This is an optimization exercise on Yosys and OpenROAD, whose aim is a short achievable clock period and few clock cycles, not a production implementation. Function was checked by simulation only, so behaviour that the tests miss may differ from the original. No activity file was given, so power comes from the tool's default toggle rates.

==> trial 75 <==
## riscv
module riscv (
    input wire clk,
    input wire rst,   
    input  wire [31:0] inst_i,
    output wire [31:0] inst_addr_o,
    output wire        inst_ce_o,
    input  wire [31:0] data_i,
    output wire        data_we_o,
    output wire        data_ce_o,
    output wire [31:0] data_addr_o,
    output wire [31:0] data_o
);
Settings: LEC_CHECK=0, ABC_CLOCK_PERIOD_IN_PS=2500, CAP_MARGIN=20, CORE_MARGIN=2, CORE_UTILIZATION=40, SETUP_SLACK_MARGIN=5, SLEW_MARGIN=20; clock period 8.0 ns.
run.sh (not shown) runs the stock make flow with config.mk's settings and CLKGATE_MAP_FILE= SYNTH_SCRIPT=/design/flow/synth_recipe.tcl, a recipe that flattens the netlist after the stock synthesis.
==> inputs of trial 28, as changes to trial 75 <==
--- a/flow/design.v
+++ b/flow/design.v
@@ -7,41 +7,40 @@
     input  wire [31:0] data_i,
     output wire        data_we_o,
     output wire        data_ce_o,
     output wire [31:0] data_addr_o,
     output wire [31:0] data_o
 );
     reg  [31:0] f_pc;
     reg         f_run;
+    reg         btb_v;
+    reg  [29:0] btb_tag;
+    reg  [11:0] btb_off;
     reg         d_valid;
     reg  [4:0]  d_rs1, d_rs2, d_rd;
     reg  [31:0] d_pc, d_pc4;
     reg  [31:0] d_r1, d_r2;           
     reg  [31:0] d_immpc;              
     reg  [31:0] d_immalu;             
     reg         d_op, d_opimm, d_load, d_store, d_br, d_lui, d_auipc, d_jal, d_jalr;
     reg         d_use1, d_use2, d_useimm, d_wen, d_pred;
     reg  [10:0] d_alu;                
     reg  [5:0]  d_bf;                 
-    reg         d_fpred;              
-    reg         d_dep1, d_dep2, d_nm1, d_nm2, d_nml1, d_nml2, d_nw1, d_nw2;
-    reg         d_bnop, d_bskip;      
+    reg         d_bpred;              
+    reg  [11:0] d_boff;
+    reg         d_bok;                
     reg         x_valid;
-    reg         x_wen, x_load, x_store, x_br, x_jalr, x_pred, x_skip;
+    reg         x_wen, x_load, x_store, x_br, x_jalr, x_pred;
     reg  [4:0]  x_rd;
     reg  [31:0] x_a, x_b, x_s, x_pre, x_alt;
-    reg  [31:0] x_eb;                 
-    reg         x_nf;                 
     reg         x_fa, x_fb, x_fs;     
     reg  [10:0] x_alu;
     reg  [5:0]  x_bf;
     reg         m_wen, m_load, m_store, m_ce;
-    reg         m_jr;                 
-    reg  [31:0] m_jtgt;
     reg  [4:0]  m_rd;
     reg  [31:0] m_res, m_sdata;
     reg         w_wen;
     reg  [4:0]  w_rd;
     reg  [31:0] w_data;
     reg  [31:0] rf [1:31];
     localparam A_ADD = 0, A_SUB = 1, A_SLL = 2, A_SLT = 3, A_SLTU = 4, A_XOR = 5,
                A_SRL = 6, A_SRA = 7, A_OR = 8, A_AND = 9, A_PRE = 10;
@@ -106,18 +105,20 @@
     wire [31:0] d_target = d_pc + d_immpc;       
     wire [31:0] d_auipc_val = {d_pc[31:12] + d_immpc[31:12], d_pc[11:0]};
     wire [31:0] rs1_val = (m_wen && m_rd == d_rs1) ? wb_data :
                           (w_wen && w_rd == d_rs1) ? w_data : d_r1;
     wire [31:0] rs2_val = (m_wen && m_rd == d_rs2) ? wb_data :
                           (w_wen && w_rd == d_rs2) ? w_data : d_r2;
     wire load_use = d_valid && x_valid && x_load &&
                     ((d_use1 && x_rd == d_rs1) || (d_use2 && x_rd == d_rs2));
-    wire jr_early = d_jalr && x_valid && x_wen && x_alu[A_PRE] && x_rd == d_rs1;
-    wire [31:0] jr_sum = x_pre + d_immalu;
+    wire btb_ok   = d_bok && d_immpc[12:1] == d_boff;
+    wire d_redir  = d_valid && !load_use && (d_bpred ? !btb_ok : d_pred);
+    wire [31:0] d_rtarget = d_pred ? d_target : d_pc4;
+    wire btb_ins  = d_valid && !load_use && d_bok && !(d_bpred && btb_ok);
     wire c00 = ~x_fa & ~x_fb;
     wire c10 =  x_fa & ~x_fb;
     wire c01 = ~x_fa &  x_fb;
     wire c11 =  x_fa &  x_fb;
     wire [31:0] a = x_fa ? m_res : x_a;
     wire [31:0] b = x_fb ? m_res : x_b;
     wire [31:0] s = x_fs ? m_res : x_s;
     wire [31:0] sum00 = x_a + x_b;
@@ -161,107 +162,64 @@
         ({32{x_alu[A_SLTU]}} & {31'd0, ltu}) |
         ({32{x_alu[A_XOR]}}  & (a ^ b)) |
         ({32{x_alu[A_SRL]}}  & shr) |
         ({32{x_alu[A_SRA]}}  & sha) |
         ({32{x_alu[A_OR]}}   & (a | b)) |
         ({32{x_alu[A_AND]}}  & (a & b)) |
         ({32{x_alu[A_PRE]}}  & x_pre);
     wire x_mispred = x_valid & x_br & (taken ^ x_pred);
-    wire x_kill    = x_valid & x_skip & taken;    
-    wire x_jr      = x_valid & x_jalr & !m_jr;
-    wire x_redir   = x_mispred;
-    wire [31:0] x_target = x_alt;
-    wire fwd_ok = x_valid && x_wen && !x_load;
-    wire dep1 = d_dep1;
-    wire dep2 = d_dep2;
-    wire mld1 = d_nml1;
-    wire mld2 = d_nml2;
-    wire x_add_t = x_alu[A_ADD] | x_alu[A_SUB];
-    wire x_pre_t = x_alu[A_PRE];
-    function eqsum;
-        input [31:0] ea, eb, v;
-        input        cin;
-        reg   [31:0] c, m;
-        begin
-            c = ea ^ eb ^ v;
-            m = (ea & eb) | (ea & c) | (eb & c);
-            eqsum = (c[0] == cin) && (c[31:1] == m[30:0]);
-        end
-    endfunction
-    wire e_m  = eqsum(x_a, x_eb, m_res, x_alu[A_SUB]);
-    wire e_w  = eqsum(x_a, x_eb, w_data, x_alu[A_SUB]);
-    wire e_r1 = eqsum(x_a, x_eb, d_r1, x_alu[A_SUB]);
-    wire e_r2 = eqsum(x_a, x_eb, d_r2, x_alu[A_SUB]);
-    wire e_o1 = d_nm1 ? e_m : (d_nw1 ? e_w : e_r1);     
-    wire e_o2 = d_nm2 ? e_m : (d_nw2 ? e_w : e_r2);     
-    wire e_eq = (dep1 & dep2) | (dep1 ? e_o2 : e_o1);
-    wire e_ok = d_br && (d_bf[B_EQ] | d_bf[B_NE]) && !d_bnop && !d_bskip &&
-                ((dep1 && dep2) ||
-                 (dep1 && !dep2 && !mld2 && x_add_t && x_nf) ||
-                 (dep2 && !dep1 && !mld1 && x_add_t && x_nf));
-    wire e_taken = d_bf[B_EQ] ? e_eq : ~e_eq;
-    wire e_mis  = e_ok && (e_taken ^ d_pred);
-    wire d_redir  = d_valid && !load_use && (jr_early || (d_pred && !d_fpred) || e_mis);
-    wire [31:0] d_rtarget = jr_early ? {jr_sum[31:1], 1'b0} :
-                            ((d_pred ^ e_mis) ? d_target : d_pc4);
+    wire x_jr      = x_valid & x_jalr;
+    wire x_redir   = x_mispred | x_jr;
+    wire [31:0] x_target = x_jalr ? {sum[31:1], 1'b0} : x_alt;
     assign inst_addr_o = f_pc;
     assign inst_ce_o   = f_run;
     wire [31:0] f_pc4  = f_pc + 32'd4;
-    wire        f_isgn  = fi[31];
-    wire [8:0]  f_jlo   = {1'b0, f_pc[7:0]} + {1'b0, fimm_j[7:0]};
-    wire [8:0]  f_blo   = {1'b0, f_pc[7:0]} + {1'b0, fimm_b[7:0]};
-    wire        f_jnear = fimm_j[20:8] == {13{f_isgn}} && f_jlo[8] == f_isgn;
-    wire        f_bnear = fimm_b[12:8] == {5{f_isgn}} && f_blo[8] == f_isgn;
-    wire        f_jp    = f_jal & f_jnear;
-    wire        f_bp    = f_br & f_isgn & f_bnear;
-    wire        f_fpred = f_jp | f_bp;
-    wire [31:0] f_btgt  = {f_pc[31:8], f_jal ? f_jlo[7:0] : f_blo[7:0]};
+    wire        f_hit  = btb_v && btb_tag == f_pc[31:2];
+    wire [31:0] f_btgt = f_pc + {{19{btb_off[11]}}, btb_off, 1'b0};
     always @(posedge clk or posedge rst) begin
         if (rst) begin
             f_pc  <= 32'd0;
             f_run <= 1'b0;
         end else begin
             f_run <= 1'b1;
-            if (m_jr)
-                f_pc <= m_jtgt;
-            else if (x_redir)
+            if (x_redir)
                 f_pc <= x_target;
             else if (load_use || !f_run)
                 f_pc <= f_pc;
             else if (d_redir)
                 f_pc <= d_rtarget;
-            else if (f_fpred)
+            else if (f_hit)
                 f_pc <= f_btgt;
             else
                 f_pc <= f_pc4;
         end
     end
     always @(posedge clk or posedge rst) begin
         if (rst) begin
+            btb_v <= 1'b0;
+        end else if (btb_ins) begin
+            btb_v <= 1'b1;
+        end
+    end
+    always @(posedge clk) begin
+        if (btb_ins) begin
+            btb_tag <= d_pc[31:2];
+            btb_off <= d_immpc[12:1];
+        end
+    end
+    always @(posedge clk or posedge rst) begin
+        if (rst) begin
             d_valid <= 1'b0;
-        end else if (m_jr || x_redir) begin
+        end else if (x_redir) begin
             d_valid <= 1'b0;
         end else if (!load_use) begin
             d_valid <= f_run && !d_redir;
         end
     end
-    wire [4:0] n_rs1 = load_use ? d_rs1 : frs1;
-    wire [4:0] n_rs2 = load_use ? d_rs2 : frs2;
-    wire       n_xw  = d_valid && !load_use && !x_kill && d_wen && !d_load;
-    always @(posedge clk) begin
-        d_dep1 <= n_xw && d_rd == frs1;
-        d_dep2 <= n_xw && d_rd == frs2;
-        d_nm1  <= x_valid && x_wen && x_rd == n_rs1;
-        d_nm2  <= x_valid && x_wen && x_rd == n_rs2;
-        d_nml1 <= x_valid && x_wen && x_load && x_rd == n_rs1;
-        d_nml2 <= x_valid && x_wen && x_load && x_rd == n_rs2;
-        d_nw1  <= m_wen && m_rd == n_rs1;
-        d_nw2  <= m_wen && m_rd == n_rs2;
-    end
     always @(posedge clk) begin
         if (load_use) begin
             d_r1 <= rs1_val;
             d_r2 <= rs2_val;
         end else begin
             d_rs1    <= frs1;
             d_rs2    <= frs2;
             d_rd     <= frd;
@@ -282,57 +240,52 @@
             d_jalr   <= f_jalr;
             d_use1   <= f_arith | f_load | f_store | f_br | f_jalr;
             d_use2   <= f_op | f_store | f_br;
             d_useimm <= f_opimm | f_load | f_store | f_jalr;
             d_wen    <= (f_arith | f_load | f_lui | f_auipc | f_jal | f_jalr) && frd != 5'd0;
             d_pred   <= f_jal | (f_br & fi[31]);
             d_alu    <= f_alu;
             d_bf     <= f_bf;
-            d_fpred  <= f_fpred;
-            d_bnop   <= f_br & fimm_b == 32'd4;
-            d_bskip  <= f_br & fimm_b == 32'd8;
+            d_bpred  <= f_hit;
+            d_boff   <= btb_off;
+            d_bok    <= f_br & fi[31];
         end
     end
     always @(posedge clk or posedge rst) begin
         if (rst) begin
             x_valid <= 1'b0;
         end else begin
-            x_valid <= d_valid && !load_use && !x_redir && !x_kill && !m_jr;
+            x_valid <= d_valid && !load_use && !x_redir;
         end
     end
-    wire skip_ok = d_bskip && !(f_jal || (f_br && fi[31]));
+    wire fwd_ok = x_valid && x_wen && !x_load;
     always @(posedge clk) begin
         x_wen   <= d_wen;
         x_load  <= d_load;
         x_store <= d_store;
-        x_br    <= d_br & !d_bnop & !skip_ok & !e_ok;
-        x_skip  <= skip_ok;
-        x_jalr  <= d_jalr & !jr_early;
+        x_br    <= d_br;
+        x_jalr  <= d_jalr;
         x_pred  <= d_pred;
         x_rd    <= d_rd;
         x_a     <= rs1_val;
         x_b     <= d_useimm ? d_immalu : rs2_val;
-        x_eb    <= (d_useimm ? d_immalu : rs2_val) ^ {32{d_alu[A_SUB]}};
-        x_nf    <= !(fwd_ok && (x_rd == d_rs1 || (x_rd == d_rs2 && !d_useimm)));
         x_s     <= rs2_val;
         x_pre   <= d_lui ? d_immpc : (d_auipc ? d_auipc_val : d_pc4);
         x_alt   <= d_pred ? d_pc4 : d_target;
         x_fa    <= fwd_ok && x_rd == d_rs1;
         x_fb    <= fwd_ok && x_rd == d_rs2 && !d_useimm;
         x_fs    <= fwd_ok && x_rd == d_rs2;
         x_alu   <= d_alu;
         x_bf    <= d_bf;
     end
     always @(posedge clk) begin
-        m_wen   <= x_valid & !m_jr & x_wen;
-        m_load  <= x_valid & !m_jr & x_load;
-        m_store <= x_valid & !m_jr & x_store;
-        m_ce    <= x_valid & !m_jr & (x_load | x_store);
-        m_jr    <= x_jr;
-        m_jtgt  <= {sum[31:1], 1'b0};
+        m_wen   <= x_valid & x_wen;
+        m_load  <= x_valid & x_load;
+        m_store <= x_valid & x_store;
+        m_ce    <= x_valid & (x_load | x_store);
     end
     always @(posedge clk) begin
         m_rd    <= x_rd;
         m_res   <= result;
         m_sdata <= s;
     end
 endmodule
==> results.txt <==
Clock power: trial 75 is higher than trial 28 (about 0.5%). Of trial 28 and trial 75, trial 75 has the higher sequential power (gap about 4%, measured against trial 75). Between trial 75 and trial 28, the lower combinational power is in trial 28 (gap about 13%, measured against trial 28). In trial 75 the worst setup slack is lower than in trial 28, by 0.40 ns. In trial 28 the sequential share of layout area is higher than in trial 75, by 2.5 points. Of trial 75 and trial 28, trial 75 has the higher total power (gap 5.4%, measured against trial 28). Against trial 28, the utilization of trial 75 is higher by 0.096 points. Of trial 28 and trial 75, trial 75 has the higher synthesized area (gap about 6%, measured against trial 75).
==> figures <==
item                                                                      trial 28        trial 75
ANT cells                                                                       10               8
Initial antenna violation count                                                 12              24
Power Sequential                                                           9.79 mW         10.2 mW
Total routed wirelength                                             358000 microns  390000 microns
Number of vias per cell after detailed routing                                6.26            6.32
Minimum clock period                                                       3.99 ns         4.39 ns
Endpoint with the worst hold slack                                          x_load        x_alu[3]
Area of combinational cells with multiple inputs                       46700 sq um     52400 sq um
Outcome                                           no timing/DRC/antenna violations  no timing/DRC/antenna violations
Clock latency of the later-clocked register in the worst-skew pair         0.89 ns         0.88 ns
Proportion of total power due to net switching                               0.325           0.342
Starting DRC count in detailed routing                                        9299            9316
Post-Synth Simple-Gate Area                                                 0.0802          0.0827
Synthesized netlist cell count                                                7195            7802
Floorplan die height                                                   474 microns     489 microns
Final Skew                                                               0.0698 ns        0.100 ns
Multi-input logic portion of the cell area                                   0.423           0.447
Testbench counts of trial 75, summed over its fixed seeds: cycles 49,649.
Testbench counts of trial 28, summed over its fixed seeds: cycles 52,866.

========
==> try-delta <==
Another version of the RTL of riscv (not shown whole).
clock: 8.0 ns
lec_check: 0
abc_clock_period_in_ps: 2500
cap_margin: 20
core_margin: 2
core_utilization: 40
setup_slack_margin: 5
slew_margin: 20
==> try-zinc: changes against try-delta <==
--- a/flow/design.v
+++ b/flow/design.v
@@ -28,14 +28,18 @@
     reg         x_wen, x_load, x_store, x_br, x_jalr, x_pred, x_skip;
     reg  [4:0]  x_rd;
     reg  [31:0] x_a, x_b, x_s, x_pre, x_alt;
     reg         x_fa, x_fb, x_fs;     
     reg         x_rz, x_rzv;          
-    reg         x_faa, x_fba, x_fac, x_fbc;   
+    reg         x_faa, x_fba;         
+    reg         x_fac, x_fbc;         
+    reg         x_fas, x_fbs;         
     reg  [10:0] x_alu;
-    reg  [5:0]  x_bf;
+    reg  [5:0]  x_bm;                 
     reg         m_wen, m_load, m_store, m_ce;
+    reg         m_jr;                 
+    reg  [31:0] m_jtgt;
     reg  [4:0]  m_rd;
     reg  [31:0] m_res, m_sdata;
     reg         w_wen;
     reg  [4:0]  w_rd;
     reg  [31:0] w_data;
@@ -116,10 +120,16 @@
                           (v_wen && v_rd == d_rs2) ? v_data : d_r2;
     wire load_use = d_valid && x_valid && x_load &&
                     ((d_use1 && x_rd == d_rs1) || (d_use2 && x_rd == d_rs2));
     wire jr_early = d_jalr && x_valid && x_wen && x_alu[A_PRE] && x_rd == d_rs1;
     wire [31:0] jr_sum = x_pre + d_immalu;
+    wire [31:0] rs1_nl = (m_wen && !m_load && m_rd == d_rs1) ? m_res :
+                         (w_wen && w_rd == d_rs1) ? w_data :
+                         (v_wen && v_rd == d_rs1) ? v_data : d_r1;
+    wire [31:0] rs2_nl = (m_wen && !m_load && m_rd == d_rs2) ? m_res :
+                         (w_wen && w_rd == d_rs2) ? w_data :
+                         (v_wen && v_rd == d_rs2) ? v_data : d_r2;
     wire e_dep1 = x_valid && x_wen && !x_load && x_rd == d_rs1;
     wire e_dep2 = x_valid && x_wen && !x_load && x_rd == d_rs2;
     wire e_ok   = d_br && (d_bf[B_EQ] | d_bf[B_NE]) && !d_bnop && !d_bskip && x_rzv &&
                   ((e_dep1 && d_rs2 == 5'd0) || (e_dep2 && d_rs1 == 5'd0));
     wire e_mis  = e_ok && ((d_bf[B_EQ] ? x_rz : ~x_rz) ^ d_pred);
@@ -140,38 +150,42 @@
     wire [31:0] s = x_fs ? m_res : x_s;
     wire [31:0] aa = x_faa ? m_res : x_a;      
     wire [31:0] ba = x_fba ? m_res : x_b;
     wire [31:0] ac = x_fac ? m_res : x_a;      
     wire [31:0] bc = x_fbc ? m_res : x_b;
+    wire [31:0] as = x_fas ? m_res : x_a;      
+    wire [31:0] bs = x_fbs ? m_res : x_b;
     wire [31:0] sum = aa + ba;
-    wire [31:0] dif = ac - bc;
+    wire [31:0] dif = as - bs;
+    wire        sltu_r = as < bs;
+    wire        slt_r  = (as[31] ^ bs[31]) ? as[31] : sltu_r;
     wire        ltu = ac < bc;
     wire        lt  = (ac[31] ^ bc[31]) ? ac[31] : ltu;
     wire        eq  = ac == bc;
-    wire taken = (x_bf[B_EQ] & eq) | (x_bf[B_NE] & ~eq) | (x_bf[B_LT] & lt) |
-                 (x_bf[B_GE] & ~lt) | (x_bf[B_LTU] & ltu) | (x_bf[B_GEU] & ~ltu);
+    wire wrong = (x_bm[B_EQ] & eq) | (x_bm[B_NE] & ~eq) | (x_bm[B_LT] & lt) |
+                 (x_bm[B_GE] & ~lt) | (x_bm[B_LTU] & ltu) | (x_bm[B_GEU] & ~ltu);
     wire signed [31:0] a_s = a;
     wire [31:0] shl = a << b[4:0];
     wire [31:0] shr = a >> b[4:0];
     wire [31:0] sha = a_s >>> b[4:0];
     wire [31:0] result =
         ({32{x_alu[A_ADD]}}  & sum) |
         ({32{x_alu[A_SUB]}}  & dif) |
         ({32{x_alu[A_SLL]}}  & shl) |
-        ({32{x_alu[A_SLT]}}  & {31'd0, lt}) |
-        ({32{x_alu[A_SLTU]}} & {31'd0, ltu}) |
+        ({32{x_alu[A_SLT]}}  & {31'd0, slt_r}) |
+        ({32{x_alu[A_SLTU]}} & {31'd0, sltu_r}) |
         ({32{x_alu[A_XOR]}}  & (a ^ b)) |
         ({32{x_alu[A_SRL]}}  & shr) |
         ({32{x_alu[A_SRA]}}  & sha) |
         ({32{x_alu[A_OR]}}   & (a | b)) |
         ({32{x_alu[A_AND]}}  & (a & b)) |
         ({32{x_alu[A_PRE]}}  & x_pre);
-    wire x_mispred = x_valid & x_br & (taken ^ x_pred);
-    wire x_kill    = x_valid & x_skip & taken;    
-    wire x_jr      = x_valid & x_jalr;
-    wire x_redir   = x_mispred | x_jr;
-    wire [31:0] x_target = x_jalr ? {sum[31:1], 1'b0} : x_alt;
+    wire x_mispred = x_valid & x_br & wrong;
+    wire x_kill    = x_valid & x_skip & wrong;    
+    wire x_jr      = x_valid & x_jalr & !m_jr;
+    wire x_redir   = x_mispred;
+    wire [31:0] x_target = x_alt;
     assign inst_addr_o = f_pc;
     assign inst_ce_o   = f_run;
     wire [31:0] f_pc4  = f_pc + 32'd4;
     wire        f_isgn  = fi[31];
     wire [8:0]  f_jlo   = {1'b0, f_pc[7:0]} + {1'b0, fimm_j[7:0]};
@@ -186,11 +200,13 @@
         if (rst) begin
             f_pc  <= 32'd0;
             f_run <= 1'b0;
         end else begin
             f_run <= 1'b1;
-            if (x_redir)
+            if (m_jr)
+                f_pc <= m_jtgt;
+            else if (x_redir)
                 f_pc <= x_target;
             else if (load_use || !f_run)
                 f_pc <= f_pc;
             else if (d_redir)
                 f_pc <= d_rtarget;
@@ -201,11 +217,11 @@
         end
     end
     always @(posedge clk or posedge rst) begin
         if (rst) begin
             d_valid <= 1'b0;
-        end else if (x_redir) begin
+        end else if (m_jr || x_redir) begin
             d_valid <= 1'b0;
         end else if (!load_use) begin
             d_valid <= f_run && !d_redir;
         end
     end
@@ -246,22 +262,23 @@
     end
     always @(posedge clk or posedge rst) begin
         if (rst) begin
             x_valid <= 1'b0;
         end else begin
-            x_valid <= d_valid && !load_use && !x_redir && !x_kill;
+            x_valid <= d_valid && !load_use && !x_redir && !x_kill && !m_jr;
         end
     end
     wire fwd_ok = x_valid && x_wen && !x_load;
     wire skip_ok = d_bskip && !(f_jal || (f_br && fi[31]));
     always @(posedge clk) begin
         x_wen   <= d_wen;
         x_load  <= d_load;
         x_store <= d_store;
         x_br    <= d_br & !d_bnop & !skip_ok & !e_ok;
-        x_rz    <= sum_is_zero(rs1_val, d_useimm ? d_immalu : rs2_val);
-        x_rzv   <= d_alu[A_ADD] && !(fwd_ok && (x_rd == d_rs1 || (x_rd == d_rs2 && !d_useimm)));
+        x_rz    <= sum_is_zero(rs1_nl, d_useimm ? d_immalu : rs2_nl);
+        x_rzv   <= d_alu[A_ADD] && !(fwd_ok && (x_rd == d_rs1 || (x_rd == d_rs2 && !d_useimm))) &&
+                   !(m_load && m_wen && (m_rd == d_rs1 || (m_rd == d_rs2 && !d_useimm)));
         x_skip  <= skip_ok;
         x_jalr  <= d_jalr & !jr_early;
         x_pred  <= d_pred;
         x_rd    <= d_rd;
         x_a     <= rs1_val;
@@ -271,21 +288,26 @@
         x_alt   <= d_pred ? d_pc4 : d_target;
         x_fa    <= fwd_ok && x_rd == d_rs1;
         x_fb    <= fwd_ok && x_rd == d_rs2 && !d_useimm;
         x_faa   <= fwd_ok && x_rd == d_rs1 && (d_alu[A_ADD] | d_jalr);
         x_fba   <= fwd_ok && x_rd == d_rs2 && !d_useimm && (d_alu[A_ADD] | d_jalr);
-        x_fac   <= fwd_ok && x_rd == d_rs1 && (d_alu[A_SUB] | d_alu[A_SLT] | d_alu[A_SLTU] | d_br);
-        x_fbc   <= fwd_ok && x_rd == d_rs2 && !d_useimm && (d_alu[A_SUB] | d_alu[A_SLT] | d_alu[A_SLTU] | d_br);
+        x_fac   <= fwd_ok && x_rd == d_rs1 && d_br;
+        x_fbc   <= fwd_ok && x_rd == d_rs2 && d_br;
+        x_fas   <= fwd_ok && x_rd == d_rs1 && (d_alu[A_SUB] | d_alu[A_SLT] | d_alu[A_SLTU]);
+        x_fbs   <= fwd_ok && x_rd == d_rs2 && !d_useimm && (d_alu[A_SUB] | d_alu[A_SLT] | d_alu[A_SLTU]);
         x_fs    <= fwd_ok && x_rd == d_rs2;
         x_alu   <= d_alu;
-        x_bf    <= d_bf;
+        x_bm    <= d_pred ? {d_bf[B_LTU], d_bf[B_GEU], d_bf[B_LT], d_bf[B_GE],
+                                 d_bf[B_EQ], d_bf[B_NE]} : d_bf;
     end
     always @(posedge clk) begin
-        m_wen   <= x_valid & x_wen;
-        m_load  <= x_valid & x_load;
-        m_store <= x_valid & x_store;
-        m_ce    <= x_valid & (x_load | x_store);
+        m_wen   <= x_valid & !m_jr & x_wen;
+        m_load  <= x_valid & !m_jr & x_load;
+        m_store <= x_valid & !m_jr & x_store;
+        m_ce    <= x_valid & !m_jr & (x_load | x_store);
+        m_jr    <= x_jr;
+        m_jtgt  <= {sum[31:1], 1'b0};
     end
     always @(posedge clk) begin
         m_rd    <= x_rd;
         m_res   <= result;
         m_sdata <= s;
==> results.txt <==
|  | try-zinc | try-delta |
|---|---|---|
| Cell area after layout | 0.1067 mm2 | 0.1041 mm2 |
| Achievable frequency | 0.2486 GHz | 0.2404 GHz |
| Number of global-route vias before repair | 61809 | 59224 |
| Simple-gate share of the synthesized area | 6.188% | 6.595% |
| Cell internal power dissipation | 16880 uW | 16510 uW |
| Cell count after placement | 9347 | 9027 |
| Tap Count | 2854 | 2788 |
| Outcome | no timing/DRC/antenna violations | no timing/DRC/antenna violations |
| Number of clock buffers inserted by TritonCTS | 173 | 172 |
| Share of synthesized area occupied by flip-flops and latches | 50.73% | 51.96% |
| Non-Filler Instances | 10133 | 9830 |
| Clk pwr share | 33.0% | 32.7% |
| Avg Cell Area, Syn | 12.97 um2 | 13.08 um2 |
| Detailed-route wire length on metal 1 | 129800 um | 125500 um |
| Starting density of the core | 40.11% | 40.29% |
| Clock group total power | 8150 uW | 7970 uW |
| Via density per instance | 6.332 | 6.307 |
| Met3 layer wire length in the routed design | 29490 um | 30930 um |
Testbench counts of try-delta, summed over its fixed seeds: cycles 49,649.
Testbench counts of try-zinc, summed over its fixed seeds: cycles 49,649.

==> re-timing with driven ports <==
No port has a modelled driver above. Below, the same layouts with a new extraction and two added sets of constraints. Step 1 assumes that a clkbuf_16 drives the clock port and a buf_2 every other input. Step 2 moves the port delays by t, midway between the first and last clock arrival at a register: inputs arrive t later, outputs are due t later. That takes back most of the time a late clock gives input paths. a / b / c = ideal ports / drivers / drivers and shift; a / b = the first two.
run	t, ns	setup slack, ns	worst setup path after step 2	clock arrival spread, ns	worst slew at a driven data input, ns
trial 75	0.925	3.611 / 3.611 / 3.080	input to register	0.109 / 0.109	0.25
trial 28	0.943	4.013 / 4.013 / 3.778	input to register	0.077 / 0.077	0.48
try-delta	0.934	3.840 / 3.840 / 3.254	input to register	0.055 / 0.054	0.43
try-zinc	0.930	3.978 / 3.978 / 3.266	input to register	0.079 / 0.078	0.30
After both steps setup and hold are still met in every run listed. The setup slack of try-zinc, which loses most, moves by 0.000 ns with the drivers and by -0.712 ns with both steps.
